Context: an optimization exercise on an open-source flow, tuned for a short achievable clock period and few clock cycles. The choices shown serve that exercise and are no tape-out recipe. RTL that was checked went through simulation tests only; none was proved equivalent to the original. No functional check of the RTL was part of run 1. Power and IR drop assume default switching activity.

$ cat config.mk
export PLATFORM = sky130hd
export DESIGN_NAME = TopLevel
export DESIGN_NICKNAME = TopLevel
export VERILOG_FILES = /design/flow/design.v
export SDC_FILE = /design/flow/constraint.sdc
export NUM_CORES = 4
export LEC_CHECK = 0
export ABC_CLOCK_PERIOD_IN_PS = 2000
export CAP_MARGIN = 20
export CORE_MARGIN = 2
export CORE_UTILIZATION = 40
export SETUP_SLACK_MARGIN = 2.3
export SLEW_MARGIN = 20
export TNS_END_PERCENT = 100
$ cat run.sh
#!/bin/bash
# synth_recipe.tcl (not shown) runs the flow's synth.tcl, then flattens the netlist and writes it again
# the make line also repeats each setting of config.mk as NAME=value (left out here)
make -C /OpenROAD-flow-scripts/flow DESIGN_CONFIG=/design/flow/config.mk WORK_HOME=/design/flow/orfs CLKGATE_MAP_FILE= SYNTH_SCRIPT=/design/flow/synth_recipe.tcl finish
$ cat design.v
package definitions;
localparam logic [2:0] _CMP     = 3'b000;
localparam logic [2:0] _BRANCH  = 3'b001;
localparam logic [2:0] _LOAD    = 3'b010;
localparam logic [2:0] _STORE   = 3'b011;
localparam logic [2:0] _XOR     = 3'b100;
localparam logic [2:0] _ADD     = 3'b101;
localparam logic [2:0] _SUB     = 3'b110;
localparam logic [2:0] _LSHIFT  = 3'b111;
endpackage
import definitions::*;
module TopLevel(
	input Reset,    
          Clk,	    
	output logic Ack,	    
	output [9:0] InstAddr,
	input  [8:0] InstData,
	output [7:0] DataAddr,
	output [7:0] DataWrite,
	output       DataWriteEn,
	input  [7:0] DataRead
);
function automatic logic [8:0] padd8(input logic [7:0] a, input logic [7:0] b, input logic cin);
  logic [7:0] g, p, gg, pp, gn, pn;
  logic [8:0] c;
  g = a & b;
  p = a ^ b;
  gg = g; pp = p;
  for (int d = 1; d < 8; d = d * 2) begin
    gn = gg; pn = pp;
    for (int i = d; i < 8; i++) begin
      gn[i] = gg[i] | (pp[i] & gg[i-d]);
      pn[i] = pp[i] & pp[i-d];
    end
    gg = gn; pp = pn;
  end
  c[0] = cin;
  for (int i = 0; i < 8; i++) c[i+1] = gg[i] | (pp[i] & cin);
  padd8 = {c[8], p ^ c[7:0]};
endfunction
function automatic logic [9:0] pinc10(input logic [9:0] a);
  logic [9:0] r;
  for (int i = 0; i < 10; i++) r[i] = a[i] ^ (&(a | ~((10'd1 << i) - 10'd1)));
  pinc10 = r;
endfunction
function automatic logic ge7(input logic [6:0] a, input logic [6:0] b);
  logic [7:0] gt, eq, gt2, eq2;
  for (int i = 0; i < 7; i++) begin
    gt[i] = a[i] & ~b[i];
    eq[i] = ~(a[i] ^ b[i]);
  end
  gt[7] = 1'b0; eq[7] = 1'b1;
  for (int d = 1; d < 8; d = d * 2)
    for (int i = 0; i < 8; i += 2 * d) begin
      gt[i + 2*d - 1] = gt[i + 2*d - 1] | (eq[i + 2*d - 1] & gt[i + d - 1]);
      eq[i + 2*d - 1] = eq[i + 2*d - 1] & eq[i + d - 1];
    end
  ge7 = gt[7] | eq[7];
endfunction
logic [9:0] pc;
logic [7:0] rf [0:7];       
logic       isVal;          
logic       halted;
logic [7:0] valDest;        
logic [7:0] opA, opB, imm;
logic [7:0] shOH;           
logic       xAdd, xSub, xXor, xLsl, xRdx, xInc, xLd, xImm, xShift, xCmp, xSt;
logic       xFc;            
logic       kill;           
logic [7:0] xWe;            
logic [7:0] resReg;
logic [7:0] rWe;
logic [7:0] curRf [0:7];
always_comb
  for (int i = 0; i < 8; i++) begin
    curRf[i] = rWe[i] ? resReg : rf[i];
    if (i == 7) curRf[i][7] = 1'b0;
  end
always_ff @(posedge Clk)
  for (int i = 0; i < 8; i++)
    if (Reset) rf[i] <= 8'd0;
    else       rf[i] <= curRf[i];
wire [7:0] sumAB  = padd8(opA, opB, 1'b0);
wire [7:0] diffAB = padd8(opA, ~opB, 1'b1);
wire [7:0] incB   = padd8(opB, 8'd0, 1'b1);
logic [7:0] lsl;
always_comb begin
  lsl = 8'd0;
  for (int j = 0; j < 8; j++)
    for (int k = 0; k <= j; k++)
      lsl[j] = lsl[j] | (shOH[k] & opA[j-k]);
end
wire [7:0] lfsr = {1'b0, curRf[7][5:0], ^(curRf[6][6:0] & curRf[7][6:0])};
wire [7:0] misc = ({8{xXor}}   & (opA ^ opB))
                | ({8{xLsl}}   & lsl)
                | ({8{xRdx}}   & {7'b0, ^opB})
                | ({8{xLd}}    & DataRead)
                | ({8{xImm}}   & imm)
                | ({8{xShift}} & lfsr);
wire [7:0] res  = ({8{xAdd}} & sumAB)
                | ({8{xSub}} & diffAB)
                | ({8{xInc}} & incB)
                | misc;
wire       fEx  = (xCmp & (opA[7] ^ opB[7] ^ ge7(opA[6:0], opB[6:0]))) | xFc;
wire [8:0] w  = InstData;
wire [2:0] op = w[8:6];
wire [2:0] fa = w[5:3];
wire [2:0] fb = w[2:0];
wire       run = ~halted;
logic       pendBge, predReg, foldedReg;
logic [9:0] altF, killPc;
wire        go   = run & ~kill;
wire        fUse = fEx & ~foldedReg;
wire        misF = pendBge & ~kill & (fEx ^ predReg);
wire isBrGrp  = ~isVal & (op == _BRANCH);
wire isBr     = isBrGrp & (w[3:0] != 4'd0);
wire isHalt   = isBrGrp & (w[3:0] == 4'd0) & w[5];
wire isShift  = isBrGrp & (w[3:0] == 4'd0) & ~w[5];
wire isBgeU   = isBr & w[5];
wire predU    = w[4];
wire taken    = isBr & (~w[5] | predU);
wire misU     = go & ~misF & isBgeU & (fUse ^ predU);
wire mis      = misF | misU;
wire isMov1   = ~isVal & (w[8:3] == 6'b111111);
wire isRdx    = ~isVal & (w[8:3] == 6'b111110);
wire isLslA   = ~isVal & (op == _LSHIFT) & (fa[2:1] != 2'b11);
wire isInc    = ~isVal & (op == _CMP) & (fa == 3'b111);
wire isLd     = ~isVal & (op == _LOAD);
wire isSt     = ~isVal & (op == _STORE);
wire isXor    = ~isVal & (op == _XOR);
wire isAdd    = ~isVal & (op == _ADD);
wire isSub    = ~isVal & (op == _SUB);
wire isCmpF   = (op == _CMP);        
wire pNormal  = isVal | ~((op == _BRANCH) | (w[8:3] == 6'b111111));
localparam int NT = 8;
logic       tValid [NT];
logic       tCtx   [NT];      
logic [9:0] tTag   [NT];      
logic       tIsB   [NT];      
logic       tIsBge [NT];      
logic       tFus   [NT];      
logic       tFval  [NT];      
logic [7:0] tV     [NT];      
logic [9:0] tT     [NT];      
logic [1:0] tCtr   [NT];      
logic [2:0] tNext;            
logic [NT-1:0] hitV;
always_comb
  for (int i = 0; i < NT; i++) hitV[i] = tValid[i] & (tTag[i] == pc);
logic       lCtx, lIsB, lIsBge, lFus, lFval, lPred;
logic [7:0] lV;
logic [9:0] lT;
always_comb begin
  {lCtx, lIsB, lIsBge, lFus, lFval, lPred} = '0;
  lV = '0; lT = '0;
  for (int i = 0; i < NT; i++) begin
    lCtx   |= hitV[i] & tCtx[i];
    lIsB   |= hitV[i] & tIsB[i];
    lIsBge |= hitV[i] & tIsBge[i];
    lFus   |= hitV[i] & tFus[i];
    lFval  |= hitV[i] & tFval[i];
    lPred  |= hitV[i] & tCtr[i][1];
    lV     |= {8{hitV[i]}} & tV[i];
    lT     |= {10{hitV[i]}} & tT[i];
  end
end
logic          fiHit, fiCtx, fiIsB, fiIsBge, fiFus, fiFval, fiPred;
logic [7:0]    fiV;
logic [9:0]    fiT;
logic [NT-1:0] fiHitV, pendHitV, ctrV;
logic          ctrUpd, ctrUp;
logic          seqReg, tkReg, seq1Reg, prevNormal, prevMov1;
logic [9:0]    prevPc, prevPrevPc;
wire seqE    = fiHit & seqReg & ~fiCtx;
wire tgtE    = fiHit & seqReg &  fiCtx;
wire foldB   = seqE & pNormal & fiIsB;
wire foldBge = seqE & pNormal & fiIsBge;
wire fuse    = seqE & isMov1 & fiFus;
wire tgtFold = tgtE & fiIsB;           
wire [9:0] pcInc  = pinc10(pc);
wire [9:0] pcInc2 = {pinc10({1'b0, pc[9:1]}), pc[0]};
wire [8:0] loSum = padd8({3'b0, pc[4:0]}, {3'b0, w[4:0]}, 1'b0);
wire [4:0] hiP   = pinc10({5'b0, pc[9:5]});
wire [4:0] hiM   = ~pinc10({5'b0, ~pc[9:5]});
wire [4:0] hiBr  = (loSum[5] ^ w[4]) ? (w[4] ? hiM : hiP) : pc[9:5];
wire [9:0] pcBr  = {hiBr, loSum[4:0]};
wire [9:0] pcTk  = tgtFold ? fiT : pcBr;
wire [9:0] pcNt  = (foldB | (foldBge & fiPred)) ? fiT
                 : ((foldBge & ~fiPred) | fuse) ? pcInc2 : pcInc;
wire [9:0] pcNext = kill ? killPc : (taken ? pcTk : pcNt);
wire [9:0] altU   = predU ? pcInc : pcTk;
wire        wIsBPat   = (op == _BRANCH) & (w[3:0] != 4'd0) & ~w[5];
wire        wIsBgePat = (op == _BRANCH) & (w[3:0] != 4'd0) &  w[5];
wire        wFus      = (op != _CMP) | (fa == fb);
wire        wFval     = (op == _CMP);
logic       lHit;
always_comb begin
  lHit = 1'b0;
  for (int i = 0; i < NT; i++) lHit |= tValid[i] & (tTag[i] == prevPrevPc);
end
logic       lrn, lrnCtx, lrnIsB, lrnIsBge, lrnFus, lrnFval, lrnCtr1;
logic [9:0] lrnTag, lrnT;
logic [7:0] lrnV;
wire        learn = seq1Reg & ~lHit & ~(lrn & (lrnTag == prevPrevPc)) & ((seqReg & prevNormal & (wIsBPat | wIsBgePat))
                                     | (seqReg & prevMov1 & isVal & wFus)
                                     | (tkReg & wIsBPat));
wire [7:0] aOH = 8'd1 << fa;
wire [7:0] bOH = 8'd1 << fb;
wire [7:0] weD = isVal ? valDest
               : ({8{isLd | isXor | isAdd | isSub | isLslA}} & aOH)
               | ({8{isMov1 | isRdx | isInc}} & bOH)
               | {isShift, 7'b0};
wire [7:0] xWeK = xWe & {8{~kill}};
wire fwdA  = xWeK[fa];
wire fwdB  = xWeK[fb];
wire fwdA7 = xWeK[fa] & (fa != 3'd7);
wire fwdB7 = xWeK[fb] & (fb != 3'd7);
wire [7:0] rfA = curRf[fa];
wire [7:0] rfB = curRf[fb];
wire [7:0] rdA = {fwdA7 ? res[7] : rfA[7], fwdA ? res[6:0] : rfA[6:0]};
wire [7:0] rdB = {fwdB7 ? res[7] : rfB[7], fwdB ? res[6:0] : rfB[6:0]};
always_ff @(posedge Clk) begin
  if (Reset) begin
    pc        <= 10'd0;
    isVal     <= 1'b0;
    halted    <= 1'b0;
    valDest   <= 8'd0;
    {xAdd, xSub, xXor, xLsl, xRdx, xInc, xLd, xImm, xShift, xCmp, xSt, xFc} <= '0;
    xWe       <= 8'd0;
    rWe       <= 8'd0;
    kill      <= 1'b0;
    pendBge   <= 1'b0;
    foldedReg <= 1'b0;
    seqReg    <= 1'b0;
    tkReg     <= 1'b0;
    seq1Reg   <= 1'b0;
    fiHit     <= 1'b0;
    tNext     <= 3'd0;
    lrn       <= 1'b0;
  end else begin
    pc        <= pcNext;
    isVal     <= go & isMov1 & ~fuse;
    halted    <= halted | (go & ~mis & isHalt);
    valDest   <= bOH;
    xAdd      <= go & isAdd;
    xSub      <= go & isSub;
    xXor      <= go & isXor;
    xLsl      <= go & (isLslA | (isMov1 & ~fuse));
    xRdx      <= go & isRdx;
    xInc      <= go & isInc;
    xLd       <= go & isLd;
    xImm      <= go & (isVal | fuse);
    xShift    <= go & isShift;
    xCmp      <= go & isCmpF;
    xSt       <= go & ~mis & isSt;
    xFc       <= go & fuse & fiFval;
    xWe       <= {8{go}} & weD;
    rWe       <= xWeK;
    kill      <= mis;
    pendBge   <= go & foldBge;
    foldedReg <= go & (taken ? tgtFold : (foldB | foldBge));
    seqReg    <= go & ~taken & ~foldB & ~foldBge & ~fuse;
    tkReg     <= go & taken & ~tgtFold;
    seq1Reg   <= seqReg;
    fiHit     <= |hitV;
    tNext     <= lrn ? tNext + 3'd1 : tNext;
    lrn       <= learn;
  end
  lrnCtx     <= tkReg;
  lrnTag     <= prevPrevPc;
  lrnIsB     <= wIsBPat;
  lrnIsBge   <= wIsBgePat;
  lrnFus     <= wFus;
  lrnFval    <= wFval;
  lrnV       <= w[7:0];
  lrnT       <= pcBr;
  lrnCtr1    <= w[4];
  predReg    <= fiPred;
  if (foldBge) altF <= fiPred ? pcInc2 : fiT;
  killPc     <= misF ? altF : altU;
  ctrUpd     <= pendBge & ~kill;
  ctrUp      <= fEx;
  ctrV       <= pendHitV;
  pendHitV   <= fiHitV;
  {fiCtx, fiIsB, fiIsBge, fiFus, fiFval, fiPred} <= {lCtx, lIsB, lIsBge, lFus, lFval, lPred};
  fiV        <= lV;
  fiT        <= lT;
  fiHitV     <= hitV;
  prevPc     <= pc;
  prevPrevPc <= prevPc;
  prevNormal <= pNormal;
  prevMov1   <= isMov1;
  opA    <= rdA;
  opB    <= rdB;
  imm    <= fuse ? fiV : w[7:0];
  shOH   <= bOH;
  resReg <= res;
end
always_ff @(posedge Clk) begin
  for (int i = 0; i < NT; i++) begin
    if (Reset) tValid[i] <= 1'b0;
    else if (lrn && tNext == i) begin
      tValid[i] <= 1'b1;
      tCtx[i]   <= lrnCtx;
      tTag[i]   <= lrnTag;
      tIsB[i]   <= lrnIsB;
      tIsBge[i] <= lrnIsBge;
      tFus[i]   <= lrnFus;
      tFval[i]  <= lrnFval;
      tV[i]     <= lrnV;
      tT[i]     <= lrnT;
      tCtr[i]   <= lrnCtr1 ? 2'd2 : 2'd1;    
    end else if (ctrUpd && ctrV[i]) begin
      if (ctrUp) tCtr[i] <= (tCtr[i] == 2'd3) ? 2'd3 : tCtr[i] + 2'd1;
      else     tCtr[i] <= (tCtr[i] == 2'd0) ? 2'd0 : tCtr[i] - 2'd1;
    end
  end
end
assign InstAddr    = pc;
assign DataAddr    = opB;
assign DataWrite   = opA;
assign DataWriteEn = xSt;
assign Ack         = halted;
endmodule
$ cat constraint.sdc
create_clock -name core_clock -period 4.2 [get_ports {Clk}]
set_input_delay 0.8400 -clock core_clock [delete_from_list [all_inputs] [get_ports {Clk}]]
set_output_delay 0.8400 -clock core_clock [all_outputs]
set_load 0.01 [all_outputs]
==> results of run 1 <==
[power by group]
group / total (mW) / switching [mW] / internal, mW
combinational: 1.37 / 0.690 / 0.682
sequential: 6.27 / 0.227 / 6.04
clock: 5.10 / 2.23 / 2.87
total: 12.7 / 3.15 / 9.59
[stage by stage]
| step | instance area [um2] | std cells |
|---|---|---|
| 2_1_floorplan | 25200 | 2058 |
| 3_3_place_gp | 26100 | 2800 |
| 3_5_place_dp | 26200 | 2801 |
| 4_1_cts | 30600 | 3057 |
| 5_1_grt | 31800 | 3113 |
| 6_report | 31800 | 3114 |
[cell usage after synthesis, types with 4 or more instances]
library cell	count	share of area (%)
nor3_2	4	0.16
clkbuf_1	66	1.0
o21ai_0	50	1.0
o31ai_1	6	0.18
a22oi_1	65	2.0
ha_1	40	2.0
a21o_1	10	0.31
a22o_1	28	1.0
edfxtp_1	290	36
o221ai_1	5	0.18
nor2b_1	19	0.48
o21ai_1	7	0.14
dfxtp_1	286	23
and2_1	10	0.26
mux4_2	10	0.92
a21oi_1	83	1.7
mux2i_1	89	3.6
nand2b_1	7	0.18
or3_1	4	0.10
mux2_2	30	1.4
xnor2_1	160	5.7
nand4b_1	4	0.14
buf_1	13	0.20
a221oi_1	36	1.3
a221o_1	5	0.20
inv_1	59	0.90
o22ai_1	20	0.51
nor4_1	18	0.46
nand2_1	107	1.6
nand4_1	32	0.82
nor2_1	156	2.4
a222oi_1	11	0.45
nor3b_1	4	0.12
and3_1	8	0.20
o211ai_1	14	0.43
a211oi_1	15	0.46
nor3_1	34	0.69
xor2_1	58	2.1
nand3_1	56	1.1
o22a_1	6	0.21
a31oi_1	6	0.15
maj3_1	14	0.57
o21bai_1	5	0.15
nand3b_1	5	0.15
buf_2	47	0.96
[per-layer routing]
metal	wire (um)	global-route usage [%]	vias up	share of wire, %
met5	0	0	-	0
met4	3380	8.50	0	4.2
met3	6260	3.69	189	7.9
met2	37300	38.9	840	47
met1	32800	32.5	9138	41
li1	-	-	8025	-
[layout make-up]
cell class	count	area (um2)
Tap cell	782	978
Timing Repair Buffer	291	3300
Inverter	61	235
Antenna cell	1	2.50
Clock buffer	82	1680
Fill cell	5056	28600
Sequential cell	576	14600
Clock inverter	26	229
Multi-Input combinational cell	1295	10800
[flip-flops by register name, summed over array words and instances, names as in the netlist, 16 cells and up]
name / count
tCtr: 16
tT: 80
tTag: 80
tV: 64
rf: 63
[worst max path at each step]
| stage | start | endpoint | slack, ps | depth (start not counted) |
|---|---|---|---|---|
| after detailed placement | InstData[6] | pc[8]$_SDFF_PP0_ | 680 | 9 |
| after floorplan | InstData[1] | pc[7]$_SDFF_PP0_ | 1680 | 8 |
| final | opB[0]$_DFF_P_ | xSt$_SDFF_PP0_ | 1740 | 11 |
| after global placement | InstData[6] | pc[8]$_SDFF_PP0_ | 730 | 9 |
| after CTS | opB[0]$_DFF_P_ | opA[7]$_DFF_P_ | 1760 | 9 |
| after global routing | opB[0]$_DFF_P_ | xSt$_SDFF_PP0_ | 1650 | 11 |
[cell families (layout without fill, tap and decap cells)]
| family | count (synthesis) | in the layout | share of synthesized area (%) |
|---|---|---|---|
| other | 0 | 1 | 0 |
| adders and majority gates | 56 | 56 | 2.78 |
| and+or+nand+nor | 486 | 490 | 9.81 |
| muxes | 131 | 131 | 6.02 |
| xor gates and xnor gates | 218 | 218 | 7.79 |
| AOI/OAI and AO/OA | 400 | 400 | 11.5 |
| buffers and inverters | 191 | 460 | 3.25 |
| DFF | 576 | 576 | 58.9 |
[cell usage in the layout, fill, tap and decap left out, drive strengths merged, types with 6 or more instances in the layout]
cell type        n
edfxtp         290
dfxtp          286
buf            276
xnor2          160
nor2           158
nand2          107
mux2i           89
clkbuf          86
a21oi           85
a22oi           65
inv             62
xor2            58
o21ai           57
nand3           56
ha              40
nor3            39
a221oi          37
nand4           32
mux2            32
a22o            28
clkinv          22
nor4            22
o22ai           20
nor2b           19
a211oi          15
maj3            14
o211ai          14
a222oi          11
a21o            10
mux4            10
and2            10
clkdlybuf4s50    8
and3             8
nand2b           7
o22a             6
o31ai            6
a31oi            6
o21bai           6
[what timing repair did]
| item | CTS | global route |
|---|---|---|
| setup buffers | 136 | 53 |
| setup endpoints to repair | 426 | 307 |
| gates cloned | 12 | 3 |
| hold buffers | 0 | 0 |
| gates resized for setup | 435 | 162 |
| pin swaps | 94 | 90 |
[worst max-delay path: stages (launching register included)]
cell and delay, ps:
dfxtp_4 400, inv_4 50, ha_4 260, o211ai_1 90, buf_4 150, a21oi_4 190, o2111ai_4 190, buf_6 160
a2111oi_4 300, a311o_1 200, mux2i_1 230, and3_1 180
==> qor.yml, run 1 <==
critPathKind: "register to register"
cts_tree: "done"
tns_ps: 0
syn_inst: 2058
dr.first_iter.drc_count: 2084
ir_worst_vdd_mv: 0.334
slew_viol_final: 0
period_needed_ps: 2460
grt_usage_pct: 23.9
power_mw: 12.7
fin_util_pct: 52.6
die_h_um: 252
min_from: "pendHitV[6]$_DFF_P_"
min_to: "ctrV[6]$_DFF_P_"
clkSinkCount: 576
setup_viol: 0
clock_latency_ps: 640
ys_types: 83
synth_area_per_cell_um2: 11.9
io_buffers: 46
min_path_cells: 0
antenna_found_initial: 0
pre_cts_ws_ps: 680
first_global_vias: 17300
total_leakage_power_nw: 11.5
hold_class: "register to register"
max_freq_ghz: 0.406
critical_path.endpoint_type: "register"
crit_fanout: 3
outcome: "finished clean"
r2r-start: "opB[0]$_DFF_P_"
post_drt_wl_per_cell_um: 25.6
grt_pass1_wl_um: 113000
async_reset_ff_share_pct: 0
tightest_slew_ps: 942
cap_violations: 0
die-area_um2: 63300
drc: 0
ys.flop_type: "edfxtp_1"
finalHoldViolCount: 0
cp.arrival_ps: 3030
root_buffer: "clkbuf_16"
clk_pin_slew_ps: 60
syn_nets: 2119
htree_levels: 2
reg2reg_depth: 11
max-slew-margin-rel_pct: 37.1
rsz0062_at_grt: "true"
grt_start_max_net_pins: 63
p_per_area_nw_per_um2: 400
synth.cell_area_um2: 24500
vias: 18200
wl_um: 79700
syn_to_final_growth_pct: 29.8
finalWorstSetupSlack_ps: 1740
cp-start-kind: "register"
die_w_um: 252
synth-seq-cells: 576
nets: 2344
worst_hold_slack_ps: 323
cts_buffers: 58
ys_seq_area_share_pct: 58.9
ys_warn_count: 13
synth-edff-count: 290
drt-vias-per-instance: 5.84
cts.path.max_buffers: 3
place_hpwl_um: 44200
finClkSkew_ps: 32.1
overflow: 0
drtPass1Iterations: 7
worstReg2RegEnd: "xSt$_SDFF_PP0_"
finalWeightedCongestion: 0.915
period_share_pct: 58.6
ios: 47
reg2reg_slack_ps: 1740
ant_nets: 0
crit_required_ps: 4770
core-area_um2: 60500
drive_gt1_share_pct: 30.3
rows: 90
start_util_pct: 40.5
==> run 2, diff against run 1 <==
--- a/design.v
+++ b/design.v
@@ -109,5 +109,6 @@
 wire       run = ~halted;
 logic       pendBge, predReg, foldedReg;
-logic [9:0] altF, killPc;
+logic [9:0] altF, altFk, altUk;
+logic       killF;
 wire        go   = run & ~kill;
 wire        fUse = fEx & ~foldedReg;
@@ -141,5 +142,4 @@
 logic       tFus   [NT];      
 logic       tFval  [NT];      
-logic [7:0] tV     [NT];      
 logic [9:0] tT     [NT];      
 logic [1:0] tCtr   [NT];      
@@ -149,9 +149,8 @@
   for (int i = 0; i < NT; i++) hitV[i] = tValid[i] & (tTag[i] == pc);
 logic       lCtx, lIsB, lIsBge, lFus, lFval, lPred;
-logic [7:0] lV;
 logic [9:0] lT;
 always_comb begin
   {lCtx, lIsB, lIsBge, lFus, lFval, lPred} = '0;
-  lV = '0; lT = '0;
+  lT = '0;
   for (int i = 0; i < NT; i++) begin
     lCtx   |= hitV[i] & tCtx[i];
@@ -161,10 +160,8 @@
     lFval  |= hitV[i] & tFval[i];
     lPred  |= hitV[i] & tCtr[i][1];
-    lV     |= {8{hitV[i]}} & tV[i];
     lT     |= {10{hitV[i]}} & tT[i];
   end
 end
 logic          fiHit, fiCtx, fiIsB, fiIsBge, fiFus, fiFval, fiPred;
-logic [7:0]    fiV;
 logic [9:0]    fiT;
 logic [NT-1:0] fiHitV, pendHitV, ctrV;
@@ -188,5 +185,5 @@
 wire [9:0] pcNt  = (foldB | (foldBge & fiPred)) ? fiT
                  : ((foldBge & ~fiPred) | fuse) ? pcInc2 : pcInc;
-wire [9:0] pcNext = kill ? killPc : (taken ? pcTk : pcNt);
+wire [9:0] pcNext = kill ? (killF ? altFk : altUk) : (taken ? pcTk : pcNt);
 wire [9:0] altU   = predU ? pcInc : pcTk;
 wire        wIsBPat   = (op == _BRANCH) & (w[3:0] != 4'd0) & ~w[5];
@@ -201,8 +198,7 @@
 logic       lrn, lrnCtx, lrnIsB, lrnIsBge, lrnFus, lrnFval, lrnCtr1;
 logic [9:0] lrnTag, lrnT;
-logic [7:0] lrnV;
-wire        learn = seq1Reg & ~lHit & ~(lrn & (lrnTag == prevPrevPc)) & ((seqReg & prevNormal & (wIsBPat | wIsBgePat))
-                                     | (seqReg & prevMov1 & isVal & wFus)
-                                     | (tkReg & wIsBPat));
+wire        asVal = seqReg & prevMov1 & isVal & wFus;
+wire        asBr  = (seqReg & prevNormal & (wIsBPat | wIsBgePat)) | (tkReg & wIsBPat);
+wire        learn = seq1Reg & ~lHit & ~(lrn & (lrnTag == prevPrevPc)) & (asVal | asBr);
 wire [7:0] aOH = 8'd1 << fa;
 wire [7:0] bOH = 8'd1 << fb;
@@ -230,4 +226,5 @@
     rWe       <= 8'd0;
     kill      <= 1'b0;
+    killF     <= 1'b0;
     pendBge   <= 1'b0;
     foldedReg <= 1'b0;
@@ -258,4 +255,5 @@
     rWe       <= xWeK;
     kill      <= mis;
+    killF     <= misF;
     pendBge   <= go & foldBge;
     foldedReg <= go & (taken ? tgtFold : (foldB | foldBge));
@@ -269,14 +267,14 @@
   lrnCtx     <= tkReg;
   lrnTag     <= prevPrevPc;
-  lrnIsB     <= wIsBPat;
-  lrnIsBge   <= wIsBgePat;
-  lrnFus     <= wFus;
+  lrnIsB     <= asBr & wIsBPat;
+  lrnIsBge   <= asBr & wIsBgePat;
+  lrnFus     <= asVal;
   lrnFval    <= wFval;
-  lrnV       <= w[7:0];
-  lrnT       <= pcBr;
+  lrnT       <= asVal ? {2'b0, w[7:0]} : pcBr;
   lrnCtr1    <= w[4];
   predReg    <= fiPred;
   if (foldBge) altF <= fiPred ? pcInc2 : fiT;
-  killPc     <= misF ? altF : altU;
+  altFk      <= altF;
+  altUk      <= altU;
   ctrUpd     <= pendBge & ~kill;
   ctrUp      <= fEx;
@@ -284,5 +282,4 @@
   pendHitV   <= fiHitV;
   {fiCtx, fiIsB, fiIsBge, fiFus, fiFval, fiPred} <= {lCtx, lIsB, lIsBge, lFus, lFval, lPred};
-  fiV        <= lV;
   fiT        <= lT;
   fiHitV     <= hitV;
@@ -293,5 +290,5 @@
   opA    <= rdA;
   opB    <= rdB;
-  imm    <= fuse ? fiV : w[7:0];
+  imm    <= fuse ? fiT[7:0] : w[7:0];
   shOH   <= bOH;
   resReg <= res;
@@ -308,5 +305,4 @@
       tFus[i]   <= lrnFus;
       tFval[i]  <= lrnFval;
-      tV[i]     <= lrnV;
       tT[i]     <= lrnT;
       tCtr[i]   <= lrnCtr1 ? 2'd2 : 2'd1;    
==> qor.yml, run 2 <==
syn_inst: 2010
synth-edff-count: 226
htree_levels: 2
cts_tree: "done"
ys_types: 95
cp.arrival_ps: 2860
finalWeightedCongestion: 0.905
ant_nets: 0
clkSinkCount: 508
clock_latency_ps: 640
min_to: "ctrV[5]$_DFF_P_"
nets: 2307
synthTopCellsByArea: "edfxtp_1, dfxtp_1, xnor2_1"
worst_hold_slack_ps: 325
wl_um: 76100
r2r-start: "opB[2]$_DFF_P_"
slew_viol_final: 0
ys.flop_type: "dfxtp_1"
max_freq_ghz: 0.425
final_common_cell: "dfxtp_1"
ys_seq_area_share_pct: 54.6
post_drt_wl_per_cell_um: 25.0
critical_path.endpoint_type: "register"
reg2reg_depth: 8
synth-seq-cells: 508
vias: 17500
final_cell_mix: "dfxtp_1, edfxtp_1, buf_4, nor2_1, xnor2_1"
period_needed_ps: 2350
ys_warn_count: 12
synth_area_per_cell_um2: 11.3
total_leakage_power_nw: 11.0
tightest_slew_ps: 881
dpl.cell_count: 2721
p_per_area_nw_per_um2: 389
cts.path.max_buffers: 3
die_h_um: 243
synth.most_common_cell: "dfxtp_1"
syn_nets: 2071
place_hpwl_um: 44500
min_path_cells: 0
min_from: "pendHitV[5]$_DFF_P_"
cts_buffers: 53
finClkSkew_ps: 45.2
p_comb_share_pct: 12.6
drtPass1Iterations: 7
antenna_found_initial: 2
clk_pin_slew_ps: 60
die_w_um: 243
rsz0062_at_grt: "true"
synth_top_cell_by_area: "edfxtp_1"
ir_worst_vdd_mv: 0.349
p_int_mw: 8.69
reg2reg_slack_ps: 1850
period_share_pct: 56.1
switchingPower_mw: 2.96
overflow: 0
setup_viol: 0
cap_violations: 0
synth_common_cells: "dfxtp_1, edfxtp_1, nor2_1"
rows: 87
syn_to_final_growth_pct: 31.6
dr.first_iter.drc_count: 1831
grt_usage_pct: 24.6
io_buffers: 46
worstReg2RegEnd: "xSt$_SDFF_PP0_"
regArea_um2: 12600
first_global_vias: 17000
ios: 47
top_regs: "tT: 80 flops, tTag: 80 flops, rf: 63 flops"
fin_cells: 3048
finalHoldViolCount: 0
crit_required_ps: 4710
fill_cells: 4850
power_mw: 11.7
outcome: "finished clean"
power.share.switching_pct: 25.4
synth.top_cell.area_share_pct: 29.8
crit_fanout: 5
async_reset_ff_share_pct: 0
drt-vias-per-instance: 5.74
sequentialPowerShare_pct: 47.6
core-area_um2: 56400
synth.cell_area_um2: 22800
grt_start_max_net_pins: 49
cp-start-kind: "register"
drc: 0
tns_ps: 0
multi_input_area_um2: 11000
critPathKind: "register to register"
drive_gt1_share_pct: 31.4
p_clk_share_pct: 39.9
hold_class: "register to register"
max-slew-margin-rel_pct: 41.3
root_buffer: "clkbuf_16"
start_util_pct: 40.4
grt_pass1_wl_um: 110000
die-area_um2: 58900
-- run 2: cell count changes after synthesis, moves of 8 or more --
cell and delta:
o21ai_0 +8, a221oi_1 -11, xnor2_1 -15, mux2_2 +16
edfxtp_1 -64, a21oi_1 -12, and2_1 +10, a22oi_1 -14
a22o_1 -10
-- run 2: final cells by class --
| class | instances | share of cell area [%] |
|---|---|---|
| Tap cell | 756 | 3.16 |
| Multi-Input combinational cell | 1310 | 36.6 |
| Clock inverter | 20 | 0.655 |
| Antenna cell | 1 | 0.00835 |
| Clock buffer | 80 | 5.10 |
| Sequential cell | 508 | 42.0 |
| Timing Repair Buffer | 306 | 11.6 |
| Inverter | 67 | 0.881 |
-- run 2: how the worst max path moves through the flow --
stage               slack (ps)                from          endpoint
floorplan                 1730         InstData[1]  pc[8]$_SDFF_PP0_
global placement           580         InstData[6]  pc[8]$_SDFF_PP0_
detailed placement         610         InstData[6]  pc[7]$_SDFF_PP0_
CTS                       1810      opB[2]$_DFF_P_    xSt$_SDFF_PP0_
global route              1800  pc[0]$_SDFFE_PP0P_  altUk[5]$_DFF_P_
finish                    1850      opB[2]$_DFF_P_    xSt$_SDFF_PP0_
-- run 2: critical path: stages (launching register included) --
cell and delay (ps):
dfxtp_4 370, inv_2 40, ha_4 160, or3_4 370, o221a_4 260, a311o_1 310
a31oi_1 230, mux2_4 340, and3_4 170
-- run 2: metal layers --
metal  vias up  routed length [um]  global-route usage [%]
met5         -                   0                       0
li1       7852                   -                       -
met4         0                3280                    10.6
met3       169                4860                    3.23
met1      8718               31600                    32.9
met2       760               36400                    40.1
-- run 2: what timing repair did --
| item | 4_1_cts | 5_1_grt |
|---|---|---|
| setup endpoints to repair | 361 | 221 |
| pin swaps | 101 | 76 |
| gates resized for setup | 496 | 100 |
| setup buffers | 147 | 57 |
| gates cloned | 14 | 8 |
| hold buffers | 0 | 0 |
-- run 2: power groups by stage --
stage	logic (mW)	clock network, mW	registers (mW)
floorplan	0.764	0	5.51
finish	1.46	4.64	5.54
detailed placement	0.954	0	5.68
global route	1.54	4.91	5.56
global placement	0.944	0	5.67
CTS	1.28	4.72	5.54
-- run 2: through the flow --
| stage | area (um2) | setup slack [ps] | util, % |
|---|---|---|---|
| 6_report | 30000 | 1850 | 53.2 |
| 5_1_grt | 30000 | 1800 | 53.2 |
| 4_1_cts | 28800 | 1810 | 51.1 |
| 3_5_place_dp | 24300 | 607 | 43.2 |
| 3_3_place_gp | 24300 | 580 | 43.2 |
| 2_1_floorplan | 23500 | 1730 | - |
-- run 2: cells by family (layout without fill, tap and decap cells) --
group / after synthesis / in the layout / share of synthesized area [%]
muxes: 150 / 150 / 7.30
buffers and inverters: 200 / 473 / 3.71
xor gates and xnor gates: 209 / 209 / 8.22
DFF: 508 / 508 / 54.6
AOI/OAI and AO/OA: 388 / 388 / 12.2
and+or+nand+nor: 499 / 507 / 11.0
other: 0 / 1 / 0
adders and majority gates: 56 / 56 / 2.99
Testbench counts of run 2, summed over its fixed seeds: cycles 65,439.
==> run 3, diff against run 2 <==
--- a/design.v
+++ b/design.v
@@ -22,20 +22,20 @@
 );
 function automatic logic [8:0] padd8(input logic [7:0] a, input logic [7:0] b, input logic cin);
-  logic [7:0] g, p, gg, pp, gn, pn;
+  logic [7:0] g, t, gg, tt, gn, tn;
   logic [8:0] c;
   g = a & b;
-  p = a ^ b;
-  gg = g; pp = p;
+  t = a | b;            
+  gg = g; tt = t;
   for (int d = 1; d < 8; d = d * 2) begin
-    gn = gg; pn = pp;
+    gn = gg; tn = tt;
     for (int i = d; i < 8; i++) begin
-      gn[i] = gg[i] | (pp[i] & gg[i-d]);
-      pn[i] = pp[i] & pp[i-d];
+      gn[i] = gg[i] | (tt[i] & gg[i-d]);
+      tn[i] = tt[i] & tt[i-d];
     end
-    gg = gn; pp = pn;
+    gg = gn; tt = tn;
   end
   c[0] = cin;
-  for (int i = 0; i < 8; i++) c[i+1] = gg[i] | (pp[i] & cin);
-  padd8 = {c[8], p ^ c[7:0]};
+  for (int i = 0; i < 8; i++) c[i+1] = gg[i] | (tt[i] & cin);
+  padd8 = {c[8], (a ^ b) ^ c[7:0]};
 endfunction
 function automatic logic [9:0] pinc10(input logic [9:0] a);
@@ -45,16 +45,16 @@
 endfunction
 function automatic logic ge7(input logic [6:0] a, input logic [6:0] b);
-  logic [7:0] gt, eq, gt2, eq2;
+  logic [7:0] g, t;
   for (int i = 0; i < 7; i++) begin
-    gt[i] = a[i] & ~b[i];
-    eq[i] = ~(a[i] ^ b[i]);
+    g[i] = a[i] & ~b[i];
+    t[i] = a[i] | ~b[i];
   end
-  gt[7] = 1'b0; eq[7] = 1'b1;
+  g[7] = 1'b0; t[7] = 1'b1;
   for (int d = 1; d < 8; d = d * 2)
     for (int i = 0; i < 8; i += 2 * d) begin
-      gt[i + 2*d - 1] = gt[i + 2*d - 1] | (eq[i + 2*d - 1] & gt[i + d - 1]);
-      eq[i + 2*d - 1] = eq[i + 2*d - 1] & eq[i + d - 1];
+      g[i + 2*d - 1] = g[i + 2*d - 1] | (t[i + 2*d - 1] & g[i + d - 1]);
+      t[i + 2*d - 1] = t[i + 2*d - 1] & t[i + d - 1];
     end
-  ge7 = gt[7] | eq[7];
+  ge7 = g[7] | t[7];
 endfunction
 logic [9:0] pc;
@@ -250,5 +250,5 @@
     xShift    <= go & isShift;
     xCmp      <= go & isCmpF;
-    xSt       <= go & ~mis & isSt;
+    xSt       <= go & isSt;
     xFc       <= go & fuse & fiFval;
     xWe       <= {8{go}} & weD;
@@ -316,5 +316,5 @@
 assign DataAddr    = opB;
 assign DataWrite   = opA;
-assign DataWriteEn = xSt;
+assign DataWriteEn = xSt & ~kill;    
 assign Ack         = halted;
 endmodule
--- a/config.mk
+++ b/config.mk
@@ -10,5 +10,5 @@
 export CORE_MARGIN = 2
 export CORE_UTILIZATION = 40
-export SETUP_SLACK_MARGIN = 2.3
+export SETUP_SLACK_MARGIN = 2.0
 export SLEW_MARGIN = 20
 export TNS_END_PERCENT = 100
==> qor.yml, run 3 <==
max-slew-margin-rel_pct: 35.7
pre_cts_ws_ps: 532
first_global_vias: 16500
setup_viol: 0
wl_met1_um: 32600
finalHoldViolCount: 0
antenna_found_initial: 1
root_buffer: "clkbuf_16"
clk_pin_slew_ps: 70
tightest_slew_ps: 961
final_area_um2: 28300
grt_start_max_net_pins: 64
drtPass1Iterations: 5
critPathLaunch: "pc[1]$_SDFF_PP0_"
reg2reg_slack_ps: 1840
synth_area_per_cell_um2: 11.2
core-area_um2: 56400
grt_pass1_wl_um: 108000
rows: 87
syn_inst: 2027
fill_cells: 5016
start_util_pct: 40.4
worst_hold_slack_ps: 317
ant_nets: 0
syn_to_final_growth_pct: 24.4
synth-seq-cells: 508
final_cell_mix: "dfxtp_1, edfxtp_1, nor2_1, xnor2_1, buf_4"
rsz0062_at_grt: "true"
synth.top_cell.area_share_pct: 29.8
synth_common_cells: "dfxtp_1, edfxtp_1, nor2_1"
synth-edff-count: 226
top_regs: "tT: 80 flops, tTag: 80 flops, rf: 63 flops"
period_needed_ps: 2360
met3WireLength_um: 5810
htree_levels: 2
crit_fanout: 6
cts.path.max_buffers: 3
place_hpwl_um: 47200
total_leakage_power_nw: 10.4
dr.first_iter.drc_count: 1536
syn_nets: 2104
cp.arrival_ps: 2890
io_buffers: 46
die_h_um: 243
die-area_um2: 58900
ios: 47
finalWeightedCongestion: 0.979
cts_buffers: 51
tns_ps: 0
final_common_cell: "dfxtp_1"
ys_seq_area_share_pct: 54.6
overflow: 0
wl_met2_um: 32500
vias: 17100
worstSetupEndpoint: "pc[9]$_SDFF_PP0_"
crit_required_ps: 4730
fin_cells: 3002
place_area_um2: 24200
ir_worst_vdd_mv: 0.303
grt_usage_pct: 24.2
drt-vias-per-instance: 5.71
ys_warn_count: 12
clock_latency_ps: 630
synth.cell_area_um2: 22800
synth.most_common_cell: "dfxtp_1"
max_freq_ghz: 0.423
critical_path.endpoint_type: "register"
outcome: "finished clean"
ys.flop_type: "dfxtp_1"
critPathKind: "register to register"
slew_viol_final: 0
finalWorstSetupSlack_ps: 1840
reg2reg_depth: 12
post_drt_wl_per_cell_um: 24.5
cap_violations: 0
clkSinkCount: 508
min_from: "prevPc[2]$_DFF_P_"
wl_um: 73700
die_w_um: 243
r2r-start: "pc[1]$_SDFF_PP0_"
synthTopCellsByArea: "edfxtp_1, dfxtp_1, xnor2_1"
ys_types: 85
cp-start-kind: "register"
highest_layer: "met5"
worstReg2RegEnd: "pc[9]$_SDFF_PP0_"
hold_class: "register to register"
finClkSkew_ps: 62.7
drive_gt1_share_pct: 24.0
dpl.cell_count: 2765
p_per_area_nw_per_um2: 405
synth_top_cell_by_area: "edfxtp_1"
drc: 0
async_reset_ff_share_pct: 0
nets: 2279
period_share_pct: 56.3
cts_tree: "done"
==> run 3: cell type report <==
type                    instances  area [um2]  area share, %
repair buffers                250        2410           8.50
diodes                          1        2.50        0.00883
clock buffers                  71        1460           5.16
well taps                     756         946           3.34
inverters                      73         297           1.05
clock inverters                25         243          0.857
flip-flops and latches        508       12600           44.3
multi-input cells            1318       10400           36.8
==> run 3: worst max-delay path, stage by stage (launching register included) <==
cell      delay (ps)
dfxtp_2          330
buf_12           130
buf_8            120
inv_4             50
ha_4             120
nor2b_4           30
o21a_1           190
a211o_4          400
buf_6            150
mux2i_4          180
xnor2_2          230
o221ai_2         120
o22ai_1          210
==> run 3: metrics by stage <==
step	util [%]	total power, mW
2_1_floorplan	-	6.21
3_3_place_gp	42.9	6.62
3_5_place_dp	42.9	6.63
4_1_cts	48.5	11.4
5_1_grt	50.2	11.8
6_report	50.3	11.5
==> run 3: logic make-up (layout without fill, tap and decap cells) <==
group / after synthesis / in the layout / synth area share, %
multiplexers: 137 / 137 / 6.40
XOR/XNOR: 218 / 218 / 8.38
AND/OR/NAND/NOR: 505 / 505 / 10.9
flip-flops: 508 / 508 / 54.6
buffers and inverters: 201 / 419 / 3.64
AO/OA/AOI/OAI: 385 / 385 / 12.2
adder cells (fa/ha/maj): 73 / 73 / 3.91
other: 0 / 1 / 0
==> run 3: worst min-delay path by stage <==
| stage | endpoint | slack, ps | depth (start not counted) |
|---|---|---|---|
| finish | prevPrevPc[2]$_DFF_P_ | 320 | 0 |
| global route | prevPrevPc[2]$_DFF_P_ | 330 | 0 |
| CTS | prevPrevPc[2]$_DFF_P_ | 310 | 0 |
| detailed placement | pendHitV[5]$_DFF_P_ | 310 | 0 |
| global placement | pendHitV[0]$_DFF_P_ | 310 | 0 |
| floorplan | ctrV[0]$_DFF_P_ | 310 | 0 |
==> run 3: timing repair <==
action | CTS | global route
setup endpoints to repair | 182 | 118
gates cloned | 1 | 2
buffers inserted | 89 | 48
resized for setup | 249 | 135
pin swaps | 45 | 83
hold buffers | 0 | 0
==> run 3: power breakdown <==
group	internal, mW	switching, mW
combinational	0.615	0.726
sequential	5.31	0.233
clock	2.63	1.97
total	8.55	2.93
==> run 3: layer usage <==
metal | up-vias | GRT usage, %
met5 | - | 0
met4 | 2 | 8.82
met3 | 159 | 3.69
met2 | 841 | 36.8
met1 | 8426 | 34.8
li1 | 7714 | -
Testbench counts of run 3, summed over its fixed seeds: cycles 65,439.
==> run 4, diff against run 3 <==
--- a/config.mk
+++ b/config.mk
@@ -10,5 +10,5 @@
 export CORE_MARGIN = 2
 export CORE_UTILIZATION = 40
-export SETUP_SLACK_MARGIN = 2.0
+export SETUP_SLACK_MARGIN = 2.3
 export SLEW_MARGIN = 20
 export TNS_END_PERCENT = 100
==> qor.yml, run 4 <==
cts.path.max_buffers: 3
p_per_area_nw_per_um2: 394
min_from: "prevPc[1]$_DFF_P_"
die_h_um: 243
slew_viol_final: 0
total_leakage_power_nw: 11.2
antennaDiodeCount: 0
synthTopCellsByArea: "edfxtp_1, dfxtp_1, xnor2_1"
synth-edff-count: 226
ys_warn_count: 12
critPathLaunch: "opA[0]$_DFF_P_"
syn_nets: 2104
htree_levels: 2
synth.cell_area_um2: 22800
wl_um: 76500
crit_buf_inv: 2
drive_gt1_share_pct: 30.5
die_w_um: 243
final_cell_mix: "dfxtp_1, edfxtp_1, nor2_1, buf_4, xnor2_1"
slowest_stage: "a2111o_1"
reg2reg_depth: 10
root_buffer: "clkbuf_16"
drc: 0
clkSinkCount: 508
cts_tree: "done"
fill_cells: 4826
critPathTopFamily: "simple AND/OR/NAND/NOR gates"
grt_pass1_wl_um: 112000
grt_start_max_net_pins: 65
grt_usage_pct: 25.1
crit_required_ps: 4660
hold_class: "register to register"
max_freq_ghz: 0.435
first_global_vias: 17300
tightest_slew_ps: 1030
ys.flop_type: "dfxtp_1"
final_common_cell: "dfxtp_1"
place_area_um2: 24400
place_hpwl_um: 45200
crit_fanout: 4
critical_path.endpoint_type: "register"
tns_ps: 0
die-area_um2: 58900
start_util_pct: 40.4
ant_nets: 0
finClkSkew_ps: 48.5
synth_top_cell_by_area: "edfxtp_1"
dr.first_iter.drc_count: 1975
critPathMaxStageDelay_ps: 410
io_buffers: 46
cts_buffers: 53
fin_util_pct: 53.8
final_area_um2: 30300
crit_chain: "buf_12 -> ha_4 -> nand2b_4 -> a2111o_1 -> nand3_2 -> nand4_1 -> buf_4 -> nand3_4 -> mux2i_4 -> a21oi_2"
cp.depth: 10
overflow: 0
worstSetupEndpoint: "kill$_SDFF_PP0_"
post_drt_wl_per_cell_um: 24.8
synth.top_cell.area_share_pct: 29.8
cp.arrival_ps: 2760
synth.most_common_cell: "dfxtp_1"
setup_viol: 0
drtPass1Iterations: 8
rows: 87
syn_inst: 2027
power_mw: 12.0
period_share_pct: 54.7
finalWorstSetupSlack_ps: 1900
pre_cts_ws_ps: 668
nets: 2368
antenna_found_initial: 3
core-area_um2: 56400
finalWeightedCongestion: 0.906
finalHoldViolCount: 0
min_path_cells: 0
multi_input_area_um2: 10900
r2r-start: "opA[0]$_DFF_P_"
max-slew-margin-rel_pct: 31.3
clk_pin_slew_ps: 60
ys_seq_area_share_pct: 54.6
syn_to_final_growth_pct: 33.3
cap_violations: 0
synth-seq-cells: 508
critPathKind: "register to register"
ys_types: 85
async_reset_ff_share_pct: 0
rsz0062_at_grt: "true"
drt-vias-per-instance: 5.79
vias: 17900
worstReg2RegEnd: "kill$_SDFF_PP0_"
cp-start-kind: "register"
ios: 47
synth_common_cells: "dfxtp_1, edfxtp_1, nor2_1"
top_regs: "tT: 80 flops, tTag: 80 flops, rf: 63 flops"
period_needed_ps: 2300
outcome: "finished clean"
synth_area_per_cell_um2: 11.2
regArea_um2: 12600
clock_latency_ps: 630
reg2reg_slack_ps: 1900
ir_worst_vdd_mv: 0.429
==> run 4: cell counts after synthesis <==
Identical to the previous run, type by type.
==> run 4: layout make-up <==
class / instances / share of cell area (%)
repair buffers: 327 / 12.4
well taps: 756 / 3.12
clock inverters: 30 / 1.19
inverters: 73 / 0.998
multi-input cells: 1328 / 36.1
flip-flops and latches: 508 / 41.4
clock buffers: 68 / 4.90
==> run 4: how the worst min path moves through the flow <==
stage                                 end  slack (ps)
CTS                   pendHitV[7]$_DFF_P_         320
global route          pendHitV[7]$_DFF_P_         330
floorplan                 ctrV[0]$_DFF_P_         310
detailed placement    pendHitV[7]$_DFF_P_         310
global placement          ctrV[1]$_DFF_P_         310
finish              prevPrevPc[1]$_DFF_P_         320
==> run 4: power by group <==
group	internal, mW	switching, mW	total, mW
clock	2.94	2.02	4.96
combinational	0.714	0.741	1.45
sequential	5.31	0.229	5.54
==> run 4: cell families after synthesis <==
logic type      share of synthesized area, %
compound gates                          12.2
xor+xnor                                8.38
fa+ha+maj                               3.91
buf+inv                                 3.64
flops                                   54.6
mux                                     6.40
simple gates                            10.9
==> run 4: routing by layer <==
| layer | routed length (um) | vias to the layer above | GRT usage (%) |
|---|---|---|---|
| met1 | 31800 | 8893 | 33.2 |
| met2 | 35500 | 905 | 40.8 |
| met4 | 2880 | 4 | 9.33 |
| met5 | 27 | - | 0 |
| li1 | - | 7915 | - |
| met3 | 6280 | 184 | 4.66 |
==> run 4: timing repair <==
action / 4_1_cts / 5_1_grt
hold buffers: 0 / 0
setup endpoints to repair: 363 / 201
setup buffers: 167 / 51
pin swaps: 109 / 81
cloned: 20 / 0
resized for setup: 434 / 141
==> run 4: stage by stage <==
| step | instances | hold slack, ps |
|---|---|---|
| after floorplan | 2027 | 310 |
| after global placement | 2754 | 310 |
| after detailed placement | 2754 | 312 |
| after CTS | 3039 | 320 |
| after global routing | 3090 | 328 |
| final | 3090 | 325 |
==> run 4: worst reg2reg max path: cells and delay by family, from the launching register on <==
family	cells	cell delay, ps
compound gates	2	490
fa+ha+maj	1	150
buf+inv	2	350
flops	1	350
mux	1	270
simple gates	4	540
==> run 5, diff against run 4 <==
--- a/design.v
+++ b/design.v
@@ -134,8 +134,10 @@
 wire isCmpF   = (op == _CMP);        
 wire pNormal  = isVal | ~((op == _BRANCH) | (w[8:3] == 6'b111111));
+wire [9:0] pcInc  = pinc10(pc);
 localparam int NT = 8;
 logic       tValid [NT];
 logic       tCtx   [NT];      
 logic [9:0] tTag   [NT];      
+logic [9:0] tTagM  [NT];      
 logic       tIsB   [NT];      
 logic       tIsBge [NT];      
@@ -145,27 +147,31 @@
 logic [1:0] tCtr   [NT];      
 logic [2:0] tNext;            
-logic [NT-1:0] hitV;
+logic [NT-1:0] hitV0, hitV1, hitV;
 always_comb
-  for (int i = 0; i < NT; i++) hitV[i] = tValid[i] & (tTag[i] == pc);
-logic       lCtx, lIsB, lIsBge, lFus, lFval, lPred;
-logic [9:0] lT;
+  for (int i = 0; i < NT; i++) begin
+    hitV0[i] = tValid[i] & (tTag[i] == pc);
+    hitV1[i] = tValid[i] & (tTagM[i] == pc);
+  end
+logic [5:0] lF0, lF1;    
+logic [9:0] lT0, lT1;
 always_comb begin
-  {lCtx, lIsB, lIsBge, lFus, lFval, lPred} = '0;
-  lT = '0;
+  lF0 = '0; lF1 = '0; lT0 = '0; lT1 = '0;
   for (int i = 0; i < NT; i++) begin
-    lCtx   |= hitV[i] & tCtx[i];
-    lIsB   |= hitV[i] & tIsB[i];
-    lIsBge |= hitV[i] & tIsBge[i];
-    lFus   |= hitV[i] & tFus[i];
-    lFval  |= hitV[i] & tFval[i];
-    lPred  |= hitV[i] & tCtr[i][1];
-    lT     |= {10{hitV[i]}} & tT[i];
+    lF0 |= {6{hitV0[i]}} & {tCtx[i], tIsB[i], tIsBge[i], tFus[i], tFval[i], tCtr[i][1]};
+    lF1 |= {6{hitV1[i]}} & {tCtx[i], tIsB[i], tIsBge[i], tFus[i], tFval[i], tCtr[i][1]};
+    lT0 |= {10{hitV0[i]}} & tT[i];
+    lT1 |= {10{hitV1[i]}} & tT[i];
   end
 end
+assign hitV = fuse ? hitV1 : hitV0;
+wire [5:0] lF = fuse ? lF1 : lF0;
+wire [9:0] lT = fuse ? lT1 : lT0;
 logic          fiHit, fiCtx, fiIsB, fiIsBge, fiFus, fiFval, fiPred;
 logic [9:0]    fiT;
 logic [NT-1:0] fiHitV, pendHitV, ctrV;
 logic          ctrUpd, ctrUp;
-logic          seqReg, tkReg, seq1Reg, prevNormal, prevMov1;
+logic          seqReg, tkReg, seq1Reg, prevNormal, prevMov1, tkFold, chainR;
+logic [9:0]    chainT;
+logic [NT-1:0] chainV;
 logic [9:0]    prevPc, prevPrevPc;
 wire seqE    = fiHit & seqReg & ~fiCtx;
@@ -175,5 +181,4 @@
 wire fuse    = seqE & isMov1 & fiFus;
 wire tgtFold = tgtE & fiIsB;           
-wire [9:0] pcInc  = pinc10(pc);
 wire [9:0] pcInc2 = {pinc10({1'b0, pc[9:1]}), pc[0]};
 wire [8:0] loSum = padd8({3'b0, pc[4:0]}, {3'b0, w[4:0]}, 1'b0);
@@ -197,7 +202,8 @@
 end
 logic       lrn, lrnCtx, lrnIsB, lrnIsBge, lrnFus, lrnFval, lrnCtr1;
-logic [9:0] lrnTag, lrnT;
+logic [9:0] lrnTag, lrnTagM, lrnT;
 wire        asVal = seqReg & prevMov1 & isVal & wFus;
 wire        asBr  = (seqReg & prevNormal & (wIsBPat | wIsBgePat)) | (tkReg & wIsBPat);
+wire        chain = tkFold & go & isBr & ~w[5];
 wire        learn = seq1Reg & ~lHit & ~(lrn & (lrnTag == prevPrevPc)) & (asVal | asBr);
 wire [7:0] aOH = 8'd1 << fa;
@@ -232,4 +238,6 @@
     tkReg     <= 1'b0;
     seq1Reg   <= 1'b0;
+    tkFold    <= 1'b0;
+    chainR    <= 1'b0;
     fiHit     <= 1'b0;
     tNext     <= 3'd0;
@@ -258,7 +266,9 @@
     pendBge   <= go & foldBge;
     foldedReg <= go & (taken ? tgtFold : (foldB | foldBge));
-    seqReg    <= go & ~taken & ~foldB & ~foldBge & ~fuse;
+    seqReg    <= go & ~taken & ~foldB & ~foldBge;
+    tkFold    <= go & (foldB | (foldBge & fiPred));
+    chainR    <= chain;
     tkReg     <= go & taken & ~tgtFold;
-    seq1Reg   <= seqReg;
+    seq1Reg   <= fuse | seqReg;
     fiHit     <= |hitV;
     tNext     <= lrn ? tNext + 3'd1 : tNext;
@@ -267,4 +277,5 @@
   lrnCtx     <= tkReg;
   lrnTag     <= prevPrevPc;
+  lrnTagM    <= ~pinc10(~prevPrevPc);
   lrnIsB     <= asBr & wIsBPat;
   lrnIsBge   <= asBr & wIsBgePat;
@@ -280,12 +291,14 @@
   ctrUp      <= fEx;
   ctrV       <= pendHitV;
+  chainV     <= pendHitV;
+  chainT     <= pcBr;
   pendHitV   <= fiHitV;
-  {fiCtx, fiIsB, fiIsBge, fiFus, fiFval, fiPred} <= {lCtx, lIsB, lIsBge, lFus, lFval, lPred};
+  {fiCtx, fiIsB, fiIsBge, fiFus, fiFval, fiPred} <= lF;
   fiT        <= lT;
   fiHitV     <= hitV;
-  prevPc     <= pc;
-  prevPrevPc <= prevPc;
-  prevNormal <= pNormal;
-  prevMov1   <= isMov1;
+  prevPc     <= fuse ? pcInc : pc;
+  prevPrevPc <= fuse ? pc : prevPc;
+  prevNormal <= fuse | pNormal;        
+  prevMov1   <= isMov1 & ~fuse;
   opA    <= rdA;
   opB    <= rdB;
@@ -301,4 +314,5 @@
       tCtx[i]   <= lrnCtx;
       tTag[i]   <= lrnTag;
+      tTagM[i]  <= lrnTagM;
       tIsB[i]   <= lrnIsB;
       tIsBge[i] <= lrnIsBge;
@@ -307,4 +321,6 @@
       tT[i]     <= lrnT;
       tCtr[i]   <= lrnCtr1 ? 2'd2 : 2'd1;    
+    end else if (chainR && chainV[i]) begin
+      tT[i]     <= chainT;
     end else if (ctrUpd && ctrV[i]) begin
       if (ctrUp) tCtr[i] <= (tCtr[i] == 2'd3) ? 2'd3 : tCtr[i] + 2'd1;
==> qor.yml, run 5 <==
drc: 0
clock_latency_ps: 620
tns_ps: 0
place_hpwl_um: 61700
power.share.switching_pct: 25.6
io_buffers: 46
htree_levels: 3
cts_tree: "done"
synth_top_family_by_area: "compound AO/OA/AOI/OAI gates"
ios: 47
crit_chain: "buf_4 -> inv_4 -> ha_4 -> nand2b_4 -> a2111oi_4 -> buf_4 -> o31ai_2 -> a21oi_1 -> mux2i_1 -> a311o_1 -> mux2_4"
cp-start-kind: "register"
max-slew-margin-rel_pct: 42.9
ant_nets: 0
syn_inst: 2578
cts.path.max_buffers: 3
critPathKind: "register to register"
synth.top_cell.area_share_pct: 31.9
ys_types: 79
synth-seq-cells: 610
finClkSkew_ps: 35.2
clk_pin_slew_ps: 60
p_clk_share_pct: 40.5
synthTopCellsByArea: "edfxtp_1, dfxtp_1, xnor2_1"
pre_cts_ws_ps: 460
grt_start_max_net_pins: 60
critical_path.endpoint_type: "register"
drt-vias-per-instance: 6.07
tightest_slew_ps: 851
synth_common_cells: "edfxtp_1, dfxtp_1, xnor2_1"
synth_area_per_cell_um2: 11.2
ys_warn_count: 13
period_share_pct: 59.7
post_drt_wl_per_cell_um: 27.7
die_w_um: 272
p_comb_share_pct: 13.6
cp_common_cell: "buf_4"
synth_mux_area_share_pct: 8.55
finalWorstSetupSlack_ps: 1690
switchingPower_mw: 3.83
top_regs: "tT: 80 flops, tTagM: 80 flops, tTag: 80 flops"
final_cell_mix: "edfxtp_1, dfxtp_1, buf_4, xnor2_1, nand2_1"
finalHoldViolCount: 0
place_area_um2: 31000
clkSinkCount: 610
ys.flop_type: "edfxtp_1"
slew_viol_final: 0
cp.arrival_ps: 2990
synth.most_common_cell: "edfxtp_1"
outcome: "finished clean"
synth-compound-area-share_pct: 12.3
total_leakage_power_nw: 14.8
dr.first_iter.drc_count: 3316
critPathMaxStageDelay_ps: 390
final_area_um2: 40300
slowest_stage: "dfxtp_4"
die-area_um2: 74200
synth_fa_ha_area_share_pct: 2.81
sequentialPowerShare_pct: 45.9
ys_seq_area_share_pct: 53.0
synth_simple_gate_area_share_pct: 10.4
core-area_um2: 71400
rsz0062_at_grt: "true"
p_per_area_nw_per_um2: 372
nets: 3090
root_buffer: "clkbuf_16"
max_freq_ghz: 0.399
synth-edff-count: 306
p_int_mw: 11.1
synth.cell_area_um2: 28800
synth_xor_xnor_area_share_pct: 9.47
crit_fanout: 4
start_util_pct: 40.4
fill_cells: 5690
async_reset_ff_share_pct: 0
first_global_vias: 23400
vias: 24400
syn_nets: 2659
hold_class: "register to register"
drive_gt1_share_pct: 37.7
final_common_cell: "edfxtp_1"
period_needed_ps: 2510
wl_um: 111000
rows: 98
ir_worst_vdd_mv: 0.269
die_h_um: 272
cap_violations: 0
drtPass1Iterations: 10
crit_required_ps: 4680
grt_pass1_wl_um: 155000
overflow: 0
grt_usage_pct: 28.2
finalWeightedCongestion: 0.927
antenna_found_initial: 1
synth_top_cell_by_area: "edfxtp_1"
syn_to_final_growth_pct: 39.8
setup_viol: 0
cts_buffers: 68
==> run 5: cell types whose count changed in the layout (fill, tap and decap cells not counted), sizes merged, moves of 45 or more <==
cell,previous run,this run
clkbuf,69,114
buf,314,501
mux2,39,117
xnor2,148,272
edfxtp,226,306
nand2,111,196
==> run 5: area by class of cell <==
cell class | count | area [um2] | share of cell area [%]
sequential | 610 | 15500 | 38.4
multi-input combinational | 1731 | 14900 | 37.0
timing repair buffer | 522 | 6140 | 15.2
clock buffer | 104 | 2070 | 5.15
tap | 950 | 1190 | 2.95
inverter | 75 | 322 | 0.799
clock inverter | 18 | 180 | 0.447
timing repair inverter | 1 | 5.00 | 0.0124
antenna | 1 | 2.50 | 0.00621
==> run 5: per-layer routing <==
layer / GRT usage, % / wire, um / vias to the layer above
li1: - / - / 10300
met1: 34.7 / 41500 / 12000
met2: 45.5 / 51600 / 1583
met3: 5.85 / 10500 / 483
met4: 17.1 / 7720 / 2
met5: 0 / 13 / -
==> run 5: through the flow <==
stage	utilization [%]	hold WS [ps]	std cells	power (mW)
4_1_cts	52.8	319	3876	14.7
3_3_place_gp	43.4	310	3478	8.24
5_1_grt	56.4	326	4011	15.3
2_1_floorplan	-	310	2578	7.78
3_5_place_dp	43.4	312	3478	8.27
6_report	56.4	317	4012	15.0
==> run 5: repair_timing <==
action	CTS	global route
cloned	18	8
hold endpoints to repair	0	0
gates resized for setup	578	261
hold buffers	0	0
endpoints found under the setup margin	533	300
buffers inserted	258	127
pin swaps	144	158
==> run 5: worst max-delay path, delay by kind of cell (launching register included) <==
kind,cells,cell delay [ps]
compound gates,4,970
flops,1,390
buf+inv,3,370
mux,2,370
simple gates,1,150
fa+ha+maj,1,140
==> run 5: worst paths after layout <==
| path | cells past startpoint | end | slack, ps | start |
|---|---|---|---|---|
| worst max-delay path | 11 | opB[6]$_DFF_P_ | 1690 | opB[0]$_DFF_P_ |
| worst min-delay path | 0 | ctrV[7]$_DFF_P_ | 320 | pendHitV[7]$_DFF_P_ |
| worst max register to register | 11 | opB[6]$_DFF_P_ | 1690 | opB[0]$_DFF_P_ |
| worst min register to register | 0 | ctrV[7]$_DFF_P_ | 320 | pendHitV[7]$_DFF_P_ |
==> run 5: kinds of logic (layout without fill, tap and decap cells) <==
family | after synthesis | count (layout)
adders and majority gates | 64 | 64
and+or+nand+nor | 631 | 637
other | 0 | 1
DFF | 610 | 610
AOI/OAI and AO/OA | 496 | 496
xor gates and xnor gates | 310 | 310
muxes | 224 | 224
buffers and inverters | 243 | 720
==> run 5: power groups by stage <==
stage / registers, mW / logic, mW / clock network, mW
after floorplan: 6.77 / 1.01 / 0
after global placement: 7.07 / 1.17 / 0
after detailed placement: 7.08 / 1.19 / 0
after CTS: 6.87 / 1.72 / 6.09
after global routing: 6.88 / 2.13 / 6.33
final: 6.87 / 2.03 / 6.07
Testbench counts of run 5, summed over its fixed seeds: cycles 62,196.

==> port drivers added, routing unchanged <==
The results above use ideal ports. As a check the final layouts listed here were re-extracted and re-timed, cells and wires unchanged.
Step 1: set_driving_cell puts a clkbuf_16 on Clk and a buf_2 on each other input, an assumption about the parent block.
Step 2 also shifts input and output timing later by t, the mid clock arrival at the registers, as if the neighbouring blocks saw the same clock.
Slacks: ideal / step 1 / step 2; pairs: ideal / step 1.
| run | t, ns | setup slack, ns | worst setup path at the end | worst register clock-pin slew, ns |
|---|---|---|---|---|
| run 1 | 0.688 | 1.740 / 1.740 / 1.277 | input to register | 0.07 / 0.07 |
| run 2 | 0.673 | 1.845 / 1.830 / 1.199 | input to register | 0.07 / 0.07 |
| run 3 | 0.657 | 1.837 / 1.837 / 1.231 | input to register | 0.07 / 0.07 |
| run 4 | 0.661 | 1.903 / 1.888 / 1.275 | input to register | 0.07 / 0.07 |
| run 5 | 0.668 | 1.691 / 1.691 / 1.114 | input to register | 0.07 / 0.07 |
After both steps every run listed still meets setup and hold. For run 2, which loses most, drivers alone change the setup slack by -0.015 ns; drivers and shift together by -0.646 ns.
